Source: an optimization exercise on an open RTL-to-GDS flow (aim: small area, a short achievable clock period and few clock cycles). Production flows keep margins and buffers that such runs may drop. Only simulation tests tie the RTL to the original design; equivalence was not proved. No activity file was given, so power comes from the tool's default toggle rates.

==> design.v <==
`timescale 1ns / 1ps
module vit_comb(i_data, dec);
input [15:0] i_data;
output [5:0] dec;
  wire new_n23, new_n24, new_n25, new_n26, new_n27, new_n28, new_n29,
    new_n30, new_n31, new_n32, new_n33, new_n34, new_n35, new_n36, new_n37,
    new_n38, new_n39, new_n40, new_n41, new_n42, new_n43, new_n44, new_n45,
    new_n46, new_n47, new_n48, new_n49, new_n50, new_n51, new_n52, new_n53,
    new_n54, new_n55, new_n56, new_n57, new_n58, new_n59, new_n60, new_n61,
    new_n62, new_n63, new_n64, new_n65, new_n66, new_n67, new_n68, new_n69,
    new_n70, new_n71, new_n72, new_n73, new_n74, new_n75, new_n76, new_n77,
    new_n78, new_n79, new_n80, new_n81, new_n82, new_n83, new_n84, new_n85,
    new_n86, new_n87, new_n88, new_n89, new_n90, new_n91, new_n92, new_n93,
    new_n94, new_n95, new_n96, new_n97, new_n98, new_n99, new_n100,
    new_n101, new_n102, new_n103, new_n104, new_n105, new_n106, new_n107,
    new_n108, new_n109, new_n110, new_n111, new_n112, new_n113, new_n114,
    new_n115, new_n116, new_n117, new_n118, new_n119, new_n120, new_n121,
    new_n122, new_n123, new_n124, new_n125, new_n126, new_n127, new_n128,
    new_n129, new_n130, new_n131, new_n132, new_n133, new_n134, new_n135,
    new_n136, new_n137, new_n138, new_n139, new_n140, new_n141, new_n142,
    new_n143, new_n144, new_n145, new_n146, new_n147, new_n148, new_n149,
    new_n150, new_n151, new_n152, new_n153, new_n154, new_n155, new_n156,
    new_n157, new_n158, new_n159, new_n160, new_n161, new_n162, new_n163,
    new_n164, new_n165, new_n166, new_n167, new_n168, new_n169, new_n170,
    new_n171, new_n172, new_n173, new_n174, new_n175, new_n176, new_n177,
    new_n178, new_n179, new_n180, new_n181, new_n182, new_n183, new_n184,
    new_n185, new_n186, new_n187, new_n188, new_n189, new_n190, new_n191,
    new_n192, new_n193, new_n194, new_n195, new_n196, new_n197, new_n198,
    new_n199, new_n200, new_n201, new_n202, new_n203, new_n204, new_n205,
    new_n206, new_n207, new_n208, new_n209, new_n210, new_n212, new_n213,
    new_n214, new_n215, new_n216, new_n217, new_n218, new_n220, new_n221,
    new_n222, new_n223, new_n224, new_n225, new_n226, new_n227, new_n228,
    new_n229, new_n230, new_n231, new_n232, new_n233, new_n234, new_n235,
    new_n236, new_n237, new_n238, new_n239, new_n240, new_n242, new_n243,
    new_n244, new_n245, new_n246, new_n247, new_n248, new_n249, new_n250,
    new_n251, new_n252, new_n253, new_n254, new_n255, new_n256, new_n257,
    new_n258, new_n259, new_n260, new_n261, new_n262, new_n263, new_n264,
    new_n265, new_n266, new_n267, new_n268, new_n269, new_n270, new_n271,
    new_n273, new_n274, new_n275, new_n276, new_n277, new_n278, new_n279,
    new_n280, new_n281, new_n282, new_n283, new_n284, new_n285, new_n286,
    new_n288, new_n289, new_n290, new_n291, new_n292, new_n293, new_n294,
    new_n295, new_n296, new_n297, new_n298, new_n299, new_n300, new_n301,
    new_n302, new_n303, new_n304, new_n305, new_n306, new_n307, new_n308,
    new_n309, new_n310, new_n311, new_n312, new_n313, new_n314, new_n315,
    new_n316, new_n317, new_n318, new_n319, new_n320;
  assign new_n23 = i_data[4] & ~i_data[5];
  assign new_n24 = i_data[6] & i_data[7];
  assign new_n25 = ~i_data[6] & ~i_data[7];
  assign new_n26 = ~new_n24 & ~new_n25;
  assign new_n27 = ~i_data[14] & i_data[15];
  assign new_n28 = i_data[14] & ~i_data[15];
  assign new_n29 = ~new_n27 & ~new_n28;
  assign new_n30 = i_data[12] & ~new_n29;
  assign new_n31 = ~i_data[12] & new_n29;
  assign new_n32 = ~new_n30 & ~new_n31;
  assign new_n33 = i_data[10] & i_data[11];
  assign new_n34 = ~i_data[10] & ~i_data[11];
  assign new_n35 = ~new_n33 & ~new_n34;
  assign new_n36 = new_n32 & new_n35;
  assign new_n37 = ~i_data[8] & ~i_data[9];
  assign new_n38 = new_n36 & new_n37;
  assign new_n39 = ~i_data[12] & ~i_data[13];
  assign new_n40 = i_data[12] & i_data[13];
  assign new_n41 = ~new_n39 & ~new_n40;
  assign new_n42 = ~i_data[11] & ~new_n41;
  assign new_n43 = i_data[11] & new_n41;
  assign new_n44 = ~new_n42 & ~new_n43;
  assign new_n45 = new_n36 & new_n44;
  assign new_n46 = ~new_n37 & ~new_n45;
  assign new_n47 = ~new_n38 & ~new_n46;
  assign new_n48 = ~new_n32 & ~new_n35;
  assign new_n49 = i_data[8] & i_data[9];
  assign new_n50 = ~new_n48 & new_n49;
  assign new_n51 = ~new_n44 & new_n48;
  assign new_n52 = ~new_n49 & new_n51;
  assign new_n53 = ~new_n50 & ~new_n52;
  assign new_n54 = ~new_n47 & new_n53;
  assign new_n55 = i_data[8] & ~i_data[9];
  assign new_n56 = new_n44 & new_n48;
  assign new_n57 = ~new_n55 & new_n56;
  assign new_n58 = ~i_data[8] & i_data[9];
  assign new_n59 = new_n36 & ~new_n44;
  assign new_n60 = ~new_n58 & new_n59;
  assign new_n61 = ~new_n48 & new_n55;
  assign new_n62 = ~new_n36 & new_n58;
  assign new_n63 = ~new_n61 & ~new_n62;
  assign new_n64 = ~new_n60 & new_n63;
  assign new_n65 = ~new_n57 & new_n64;
  assign new_n66 = new_n54 & new_n65;
  assign new_n67 = ~new_n26 & new_n66;
  assign new_n68 = ~new_n37 & ~new_n49;
  assign new_n69 = ~new_n36 & new_n68;
  assign new_n70 = ~new_n56 & ~new_n69;
  assign new_n71 = ~new_n58 & ~new_n70;
  assign new_n72 = ~new_n55 & new_n59;
  assign new_n73 = ~new_n48 & new_n58;
  assign new_n74 = ~new_n72 & ~new_n73;
  assign new_n75 = ~new_n71 & new_n74;
  assign new_n76 = ~i_data[6] & i_data[7];
  assign new_n77 = ~new_n75 & new_n76;
  assign new_n78 = new_n36 & new_n49;
  assign new_n79 = ~new_n45 & ~new_n49;
  assign new_n80 = ~new_n78 & ~new_n79;
  assign new_n81 = new_n37 & ~new_n48;
  assign new_n82 = ~new_n37 & new_n51;
  assign new_n83 = ~new_n81 & ~new_n82;
  assign new_n84 = ~new_n80 & new_n83;
  assign new_n85 = i_data[6] & ~i_data[7];
  assign new_n86 = ~new_n84 & new_n85;
  assign new_n87 = ~new_n77 & ~new_n86;
  assign new_n88 = ~new_n67 & new_n87;
  assign new_n89 = ~new_n23 & new_n88;
  assign new_n90 = ~i_data[4] & ~i_data[5];
  assign new_n91 = i_data[4] & i_data[5];
  assign new_n92 = ~new_n90 & ~new_n91;
  assign new_n93 = new_n75 & new_n84;
  assign new_n94 = new_n26 & new_n93;
  assign new_n95 = new_n25 & ~new_n54;
  assign new_n96 = new_n24 & ~new_n65;
  assign new_n97 = ~new_n95 & ~new_n96;
  assign new_n98 = ~new_n94 & new_n97;
  assign new_n99 = ~new_n26 & new_n93;
  assign new_n100 = ~new_n98 & ~new_n99;
  assign new_n101 = ~new_n90 & ~new_n100;
  assign new_n102 = ~new_n26 & ~new_n66;
  assign new_n103 = new_n75 & new_n85;
  assign new_n104 = new_n76 & new_n84;
  assign new_n105 = ~new_n103 & ~new_n104;
  assign new_n106 = ~new_n102 & new_n105;
  assign new_n107 = new_n26 & new_n66;
  assign new_n108 = new_n106 & ~new_n107;
  assign new_n109 = ~new_n91 & ~new_n108;
  assign new_n110 = ~new_n101 & new_n109;
  assign new_n111 = new_n101 & ~new_n109;
  assign new_n112 = ~new_n110 & ~new_n111;
  assign new_n113 = new_n92 & ~new_n112;
  assign new_n114 = ~new_n90 & ~new_n98;
  assign new_n115 = ~new_n91 & new_n106;
  assign new_n116 = ~new_n114 & ~new_n115;
  assign new_n117 = ~new_n113 & ~new_n116;
  assign new_n118 = ~i_data[4] & new_n117;
  assign new_n119 = new_n89 & ~new_n118;
  assign new_n120 = ~i_data[4] & i_data[5];
  assign new_n121 = ~new_n88 & ~new_n120;
  assign new_n122 = new_n88 & ~new_n120;
  assign new_n123 = ~new_n23 & ~new_n122;
  assign new_n124 = new_n25 & ~new_n65;
  assign new_n125 = new_n24 & ~new_n54;
  assign new_n126 = ~new_n124 & ~new_n125;
  assign new_n127 = ~new_n94 & new_n126;
  assign new_n128 = ~new_n99 & ~new_n127;
  assign new_n129 = ~new_n107 & ~new_n128;
  assign new_n130 = new_n123 & new_n129;
  assign new_n131 = ~new_n23 & new_n107;
  assign new_n132 = ~new_n120 & ~new_n131;
  assign new_n133 = ~new_n129 & new_n132;
  assign new_n134 = ~new_n130 & ~new_n133;
  assign new_n135 = ~new_n121 & ~new_n134;
  assign new_n136 = ~new_n119 & new_n135;
  assign new_n137 = ~new_n92 & new_n134;
  assign new_n138 = ~new_n136 & ~new_n137;
  assign new_n139 = i_data[2] & ~i_data[3];
  assign new_n140 = ~new_n138 & ~new_n139;
  assign new_n141 = ~i_data[2] & i_data[3];
  assign new_n142 = new_n99 & ~new_n120;
  assign new_n143 = new_n89 & ~new_n142;
  assign new_n144 = new_n127 & new_n132;
  assign new_n145 = ~new_n143 & ~new_n144;
  assign new_n146 = ~new_n141 & new_n145;
  assign new_n147 = ~new_n140 & new_n146;
  assign new_n148 = new_n112 & ~new_n141;
  assign new_n149 = new_n117 & ~new_n148;
  assign new_n150 = i_data[0] & i_data[1];
  assign new_n151 = ~new_n149 & ~new_n150;
  assign new_n152 = ~new_n147 & new_n151;
  assign new_n153 = ~i_data[2] & ~i_data[3];
  assign new_n154 = i_data[2] & i_data[3];
  assign new_n155 = ~new_n91 & new_n108;
  assign new_n156 = ~new_n90 & ~new_n155;
  assign new_n157 = ~new_n77 & ~new_n103;
  assign new_n158 = new_n107 & new_n157;
  assign new_n159 = ~new_n90 & new_n158;
  assign new_n160 = new_n98 & ~new_n159;
  assign new_n161 = new_n91 & ~new_n160;
  assign new_n162 = ~new_n91 & new_n160;
  assign new_n163 = ~new_n99 & ~new_n106;
  assign new_n164 = ~new_n162 & new_n163;
  assign new_n165 = ~new_n161 & ~new_n164;
  assign new_n166 = new_n156 & ~new_n165;
  assign new_n167 = ~i_data[2] & new_n107;
  assign new_n168 = ~new_n156 & ~new_n167;
  assign new_n169 = new_n165 & new_n168;
  assign new_n170 = ~new_n166 & ~new_n169;
  assign new_n171 = ~new_n154 & ~new_n170;
  assign new_n172 = ~new_n153 & ~new_n171;
  assign new_n173 = ~new_n91 & new_n99;
  assign new_n174 = ~new_n90 & ~new_n106;
  assign new_n175 = ~new_n173 & new_n174;
  assign new_n176 = ~new_n162 & ~new_n175;
  assign new_n177 = ~new_n172 & new_n176;
  assign new_n178 = ~i_data[0] & ~i_data[1];
  assign new_n179 = new_n134 & ~new_n154;
  assign new_n180 = ~new_n23 & new_n99;
  assign new_n181 = new_n122 & ~new_n180;
  assign new_n182 = ~new_n23 & ~new_n107;
  assign new_n183 = ~new_n120 & ~new_n182;
  assign new_n184 = new_n127 & ~new_n183;
  assign new_n185 = ~new_n181 & ~new_n184;
  assign new_n186 = ~new_n153 & new_n185;
  assign new_n187 = ~new_n179 & new_n186;
  assign new_n188 = ~new_n178 & ~new_n187;
  assign new_n189 = ~new_n177 & new_n188;
  assign new_n190 = ~new_n152 & new_n189;
  assign new_n191 = ~new_n154 & ~new_n185;
  assign new_n192 = ~new_n153 & ~new_n154;
  assign new_n193 = new_n134 & ~new_n192;
  assign new_n194 = ~new_n191 & ~new_n193;
  assign new_n195 = new_n189 & ~new_n194;
  assign new_n196 = new_n152 & ~new_n195;
  assign new_n197 = ~new_n117 & ~new_n141;
  assign new_n198 = ~new_n139 & ~new_n145;
  assign new_n199 = ~new_n197 & new_n198;
  assign new_n200 = new_n138 & ~new_n199;
  assign new_n201 = ~new_n139 & ~new_n146;
  assign new_n202 = ~new_n112 & new_n201;
  assign new_n203 = ~new_n200 & ~new_n202;
  assign new_n204 = new_n170 & new_n176;
  assign new_n205 = new_n192 & ~new_n204;
  assign new_n206 = ~new_n203 & new_n205;
  assign new_n207 = ~new_n171 & ~new_n192;
  assign new_n208 = new_n203 & new_n207;
  assign new_n209 = ~new_n206 & ~new_n208;
  assign new_n210 = ~new_n196 & ~new_n209;
  assign dec[0] = new_n190 | new_n210;
  assign new_n212 = new_n172 & ~new_n176;
  assign new_n213 = ~new_n194 & ~new_n212;
  assign new_n214 = ~dec[0] & ~new_n213;
  assign new_n215 = ~new_n117 & ~new_n201;
  assign new_n216 = new_n112 & new_n200;
  assign new_n217 = ~new_n215 & ~new_n216;
  assign new_n218 = dec[0] & ~new_n217;
  assign dec[1] = new_n214 | new_n218;
  assign new_n220 = ~new_n99 & new_n123;
  assign new_n221 = ~new_n107 & ~new_n220;
  assign new_n222 = ~new_n217 & ~new_n221;
  assign new_n223 = new_n99 & new_n126;
  assign new_n224 = ~new_n156 & ~new_n223;
  assign new_n225 = ~new_n158 & ~new_n224;
  assign new_n226 = new_n217 & ~new_n225;
  assign new_n227 = dec[0] & ~new_n226;
  assign new_n228 = ~new_n222 & new_n227;
  assign new_n229 = i_data[4] & ~new_n223;
  assign new_n230 = ~new_n107 & ~new_n229;
  assign new_n231 = ~i_data[5] & new_n230;
  assign new_n232 = new_n106 & ~new_n231;
  assign new_n233 = i_data[5] & ~new_n230;
  assign new_n234 = ~new_n232 & ~new_n233;
  assign new_n235 = new_n213 & ~new_n234;
  assign new_n236 = ~new_n99 & ~new_n182;
  assign new_n237 = ~new_n121 & ~new_n236;
  assign new_n238 = ~new_n213 & ~new_n237;
  assign new_n239 = ~dec[0] & ~new_n238;
  assign new_n240 = ~new_n235 & new_n239;
  assign dec[2] = ~new_n228 & ~new_n240;
  assign new_n242 = new_n24 & ~new_n93;
  assign new_n243 = ~new_n25 & new_n54;
  assign new_n244 = ~new_n65 & new_n243;
  assign new_n245 = ~new_n242 & ~new_n244;
  assign new_n246 = new_n217 & new_n245;
  assign new_n247 = ~new_n24 & new_n54;
  assign new_n248 = new_n25 & ~new_n93;
  assign new_n249 = ~new_n247 & ~new_n248;
  assign new_n250 = ~new_n217 & new_n249;
  assign new_n251 = ~new_n246 & ~new_n250;
  assign new_n252 = new_n228 & new_n251;
  assign new_n253 = new_n213 & new_n245;
  assign new_n254 = ~new_n213 & new_n249;
  assign new_n255 = ~new_n253 & ~new_n254;
  assign new_n256 = new_n240 & new_n255;
  assign new_n257 = ~new_n252 & ~new_n256;
  assign new_n258 = ~dec[0] & ~new_n235;
  assign new_n259 = ~new_n66 & new_n85;
  assign new_n260 = ~new_n75 & ~new_n76;
  assign new_n261 = new_n84 & new_n260;
  assign new_n262 = ~new_n259 & ~new_n261;
  assign new_n263 = ~new_n227 & ~new_n262;
  assign new_n264 = ~new_n258 & new_n263;
  assign new_n265 = dec[0] & ~new_n222;
  assign new_n266 = new_n84 & ~new_n85;
  assign new_n267 = ~new_n66 & new_n76;
  assign new_n268 = ~new_n266 & ~new_n267;
  assign new_n269 = ~new_n239 & ~new_n268;
  assign new_n270 = ~new_n265 & new_n269;
  assign new_n271 = ~new_n264 & ~new_n270;
  assign dec[3] = ~new_n257 | ~new_n271;
  assign new_n273 = ~new_n55 & ~new_n271;
  assign new_n274 = new_n257 & ~new_n273;
  assign new_n275 = new_n58 & new_n271;
  assign new_n276 = ~new_n36 & ~new_n68;
  assign new_n277 = ~new_n56 & ~new_n276;
  assign new_n278 = ~new_n275 & new_n277;
  assign new_n279 = ~new_n274 & new_n278;
  assign new_n280 = ~dec[2] & new_n257;
  assign new_n281 = ~new_n37 & new_n280;
  assign new_n282 = dec[2] & new_n271;
  assign new_n283 = ~new_n49 & new_n282;
  assign new_n284 = ~new_n281 & ~new_n283;
  assign new_n285 = ~new_n51 & ~new_n69;
  assign new_n286 = ~new_n284 & new_n285;
  assign dec[4] = new_n279 | new_n286;
  assign new_n288 = ~new_n32 & new_n41;
  assign new_n289 = ~new_n34 & ~new_n288;
  assign new_n290 = ~new_n33 & ~new_n289;
  assign new_n291 = dec[3] & ~new_n290;
  assign new_n292 = ~new_n279 & new_n291;
  assign new_n293 = ~i_data[10] & ~new_n42;
  assign new_n294 = new_n32 & new_n43;
  assign new_n295 = ~new_n293 & ~new_n294;
  assign new_n296 = new_n279 & new_n295;
  assign new_n297 = ~i_data[11] & new_n32;
  assign new_n298 = new_n49 & new_n297;
  assign new_n299 = ~i_data[10] & ~new_n288;
  assign new_n300 = ~i_data[11] & ~new_n32;
  assign new_n301 = ~new_n299 & ~new_n300;
  assign new_n302 = ~new_n37 & new_n301;
  assign new_n303 = new_n32 & new_n41;
  assign new_n304 = ~i_data[10] & ~new_n303;
  assign new_n305 = ~i_data[11] & ~new_n304;
  assign new_n306 = new_n37 & new_n305;
  assign new_n307 = i_data[10] & new_n41;
  assign new_n308 = ~new_n306 & ~new_n307;
  assign new_n309 = ~new_n302 & new_n308;
  assign new_n310 = ~new_n298 & ~new_n309;
  assign new_n311 = new_n282 & ~new_n310;
  assign new_n312 = new_n37 & new_n297;
  assign new_n313 = new_n49 & new_n305;
  assign new_n314 = ~new_n49 & new_n301;
  assign new_n315 = ~new_n307 & ~new_n314;
  assign new_n316 = ~new_n313 & new_n315;
  assign new_n317 = ~new_n312 & ~new_n316;
  assign new_n318 = new_n280 & ~new_n317;
  assign new_n319 = ~new_n311 & ~new_n318;
  assign new_n320 = ~new_n296 & new_n319;
  assign dec[5] = ~new_n292 & new_n320;
endmodule
module viterbi_decoder(sys_clk,rst,en,i_data,o_data,o_done);
input sys_clk,rst,en;
input [15:0] i_data;
output [7:0] o_data;
output o_done;
reg done;
reg [5:0] q;
wire [5:0] dec;
vit_comb U0 (.i_data(i_data), .dec(dec));
always @(posedge sys_clk or negedge rst)
    if (rst == 0) done <= 1'b0;
    else if (en) done <= 1'b1;
always @(posedge sys_clk)
    if (!done) q <= dec;
assign o_done = done;
assign o_data = {q, 2'b00};
endmodule
==> flow/run.sh <==
#!/bin/bash
# Standard layout, with the port buffers made from the plain buffer cell
# instead of the delay cell that buffer_ports picks by default.
set -euo pipefail
bash standard.sh "BUFFER_PORTS_ARGS=-buffer_cell sky130_fd_sc_hd__buf_2" finish > make_finish.log 2>&1
==> standard.sh <==
#!/bin/bash
# synth_recipe.tcl (not shown) runs the flow's synth.tcl, then flattens the netlist and writes it again
# the make line also repeats each setting of config.mk as NAME=value (left out here)
make -C /OpenROAD-flow-scripts/flow DESIGN_CONFIG=/design/flow/config.mk WORK_HOME=/design/flow/orfs CLKGATE_MAP_FILE= SYNTH_SCRIPT=/design/flow/synth_recipe.tcl "${@:-finish}"
==> config.mk <==
export PLATFORM = sky130hd
export DESIGN_NAME = viterbi_decoder
export DESIGN_NICKNAME = viterbi_decoder
export VERILOG_FILES = /design/flow/design.v
export SDC_FILE = /design/flow/constraint.sdc
export NUM_CORES = 4
export LEC_CHECK = 0
export ABC_AREA = 1
export CAP_MARGIN = 20
export CORE_MARGIN = 2
export CORE_UTILIZATION = 40
export SLEW_MARGIN = 20
==> constraint.sdc <==
create_clock -name core_clock -period 5.0 [get_ports {sys_clk}]
set_input_delay 1.0000 -clock core_clock [delete_from_list [all_inputs] [get_ports {sys_clk}]]
set_output_delay 1.0000 -clock core_clock [all_outputs]
set_load 0.01 [all_outputs]
==> run_results.csv <==
group,metric,value,unit
routing,wl_per_cell,10.74,um
timing,slew_viol_final,0,
timing,clock.fmax,0.2362,GHz
timing,worst_slack,0.7667,ns
min_path,worstHoldStart,"done",
setup_path,start_kind,"primary input",
floorplan,initial_core_util,41.95,%
synthesis,ys_types,37,
cells_and_area,layout-drive-gt1-share,25.00,%
cells_and_area,num-nets-final,400,
min_path,hold_path.class,"flip-flop to flip-flop",
setup_path,critical_path_class,"primary input to flip-flop",
synthesis,synth_edf_count,6,
grt,grt-ovfl-total,0,
setup_path,reg2reg_from,"done",
routing,drtAntennaViolNets,0,
routing,route.detailed.drc,0,
power,combPwrFrac,74.4,%
grt,antenna_found_initial,0,
cts,numCtsBuffers,3,
run,max-cap-violations,0,
routing,vias,2043,
synthesis,synth_ff_type,"edfxtp_1",
power,power_leakage,1.290,nW
cts,cts_tree,"yes",
synthesis,synth_area_leaders,"nand2_1, ha_1, inv_1",
setup_path,reg2reg_depth,1,
placed_design,io_buffers,25,
placed_design,pre_cts_slack,0.5010,ns
power,power.switching,0.3265,mW
cells_and_area,diodes,0,
setup_path,crit_fanout,5,
setup_path,cp.depth,31,
setup_path,timing.rr.end,"q[0]",
timing,setup_viol,0,
cells_and_area,post-route-util,47.05,%
run_status,outcome,"complete, no violations",
grt,grt_pass1_vias,1781,
power,ir_drop,0.0001106,V
synthesis,netlist.area_leader.share,18.44,%
cts,cts_resized,0,
synthesis,synth_area,1994,um2
setup_path,critPathArrivalTime,4.22,ns
synthesis,synth-seq-cells,7,
setup_path,cpLargestDelayFamily,"simple AND/OR/NAND/NOR gates",
placed_design,place_congestion,0.8742,
synthesis,yosysTopAreaCell,"nand2_1",
setup_path,critPathLaunch,"i_data[12]",
power,seq_power_share,12.3,%
placed_design,hpwlAfterDp,3961,um
setup_path,cpPeakStageDelay,0.35,ns
floorplan,ioPinCount,28,
setup_path,worstPathRequired,4.99,ns
routing,viasPerCell,4.785,
floorplan,die_height,74.61,um
synthesis,synth_cells,332,
timing,final.min_clock_period,4.233,ns
setup_path,cp_common_cell,"nand2_1",
power,p_sw_share,52.92,%
floorplan,die_w,74.61,um
timing,timing.setup.tns,0,ns
cts,cts.sinks,7,
floorplan,fp.coreArea,4755,um2
synthesis,synthArstFlopShare,14.29,%
routing,routed_wl,4585,um
timing,skew,0.0008372,ns
timing,finalCritPeriodShare,84.67,%
cts,hold_buffers,0,
grt,grt_util_all_layers,17.55,%
routing,initialDrtViolationCount,61,
synthesis,yosysWarningCount,1,
cts,cts_max_level,1,
synthesis,synth_commonest_cells,"nand2_1, inv_1, nand2_2",
setup_path,crit_end,"q[5]",
grt,grt_start_max_net_pins,8,
setup_path,slowest_stage,"ha_1",
grt,grt_pass1_wl,7652,um
setup_path,crit_buf_inv,4,
synthesis,yosysSeqAreaShare,10.29,%
timing,rsz0062_at_grt,"no",
synthesis,syn_area_per_cell,6.007,um2
power,p_clk_share,13.3,%
floorplan,std_cell_rows,25,
cts,clk_path_buf_depth,2,
cells_and_area,areaGrowthSynthToFinish,12.17,%
cts,clk_pin_slew_worst_paths,0.04,ns
setup_path,r2r_slack,4.12,ns
floorplan,die_area,5567,um2
cts,clk_latency,0.23,ns
cts,root_buffer,"clkbuf_8",
power,p_per_area,275.7,nW/um2
timing,hold_viol,0,
cts,cts_setup_buffers,0,
routing,dr.pass1.iters,4,
synthesis,yosysMostFrequentCell,"nand2_1",
power,p_int,0.2904,mW
setup_path,endpoint_kind,"flip-flop",
[per-layer routing]
metal	up-vias	global-route usage (%)	wire length (um)
met1	906	22.42	2192
li1	1102	-	-
met3	5	1.606	136
met2	30	31.56	2201
met4	0	4.762	54
met5	-	0	0
[registers in the layout, summed over array words and instances, names as in the netlist]
| name | cells |
|---|---|
| done | 1 |
| q | 6 |
[worst min-delay path by stage]
stage                       to  depth (start not counted)
after floorplan           done                          1
after global placement    done                          1
after detailed placement  done                          1
after CTS                 done                          1
after global routing      done                          1
final                     done                          1
[through the flow]
step / cells / hold slack [ns] / area, um2 / total power, mW
2_1_floorplan: 333 / 0.5324 / 1998 / 0.4534
3_3_place_gp: 423 / 0.4838 / 2192 / 0.5351
3_5_place_dp: 423 / 0.4885 / 2192 / 0.5362
4_1_cts: 427 / 0.5006 / 2237 / 0.6187
5_1_grt: 427 / 0.5259 / 2237 / 0.6928
6_report: 427 / 0.4947 / 2237 / 0.6169
[power groups by stage]
stage | Combinational [mW] | Clock [mW] | Sequential [mW]
floorplan | 0.377 | 0 | 0.0767
CTS | 0.461 | 0.0818 | 0.0757
detailed placement | 0.460 | 0 | 0.0766
global placement | 0.458 | 0 | 0.0766
global route | 0.529 | 0.0882 | 0.0756
finish | 0.459 | 0.0823 | 0.0757
[cell families (layout without fill, tap and decap cells)]
logic type,Yosys count,in the layout,synth area share (%)
AO/OA/AOI/OAI,34,34,11.42
XOR/XNOR,1,1,0.4392
adder cells (fa/ha/maj),21,21,13.05
buffers and inverters,63,90,12.23
flip-flops,7,7,10.29
other,1,2,0.1880
AND/OR/NAND/NOR,205,205,52.38
[cells in the final DEF (no fill, tap or decap), types with 7 or more instances in the layout]
cell type	instances
nand2_1	98
nand3_2	8
nand4_1	7
o21ai_0	8
nor2_2	7
nand3_1	26
buf_2	25
ha_1	20
inv_1	58
nor2_1	18
a21oi_1	8
nand2_2	27
[final cells by class]
| cell class | instances | area [um2] |
|---|---|---|
| multi-input combinational | 263 | 1549 |
| clock buffer | 4 | 45.04 |
| fill | 524 | 2517 |
| timing repair buffer | 25 | 125.1 |
| sequential | 7 | 205.2 |
| tap | 67 | 83.83 |
| inverter | 61 | 229.0 |
Testbench counts, summed over its fixed seeds: cycles 3,200.

[separate check: timing with driven ports]
No port has a modelled driver above. Below, the same layout with a new extraction and two added sets of constraints. Step 1 sets driving cells, clkbuf_16 on the clock port and buf_2 on the other inputs (assumed; they add their load-dependent delay and slew). Step 2 moves the port delays by t, midway between the first and last clock arrival at a register: inputs arrive t later, outputs are due t later. That takes back most of the time a late clock gives input paths. Slacks: ideal / step 1 / step 2; pairs: ideal / step 1.
t, ns: 0.256
slack for setup (ns): 0.767 / 0.768 / 0.513
worst hold slack (ns): 0.495 / 0.495 / 0.495
worst setup path after step 2: input to register
worst data-port slew with drivers (ns): 0.03
After both steps this run still meets setup and hold. The setup slack of this run moves by +0.001 ns with the drivers and by -0.254 ns with both steps.
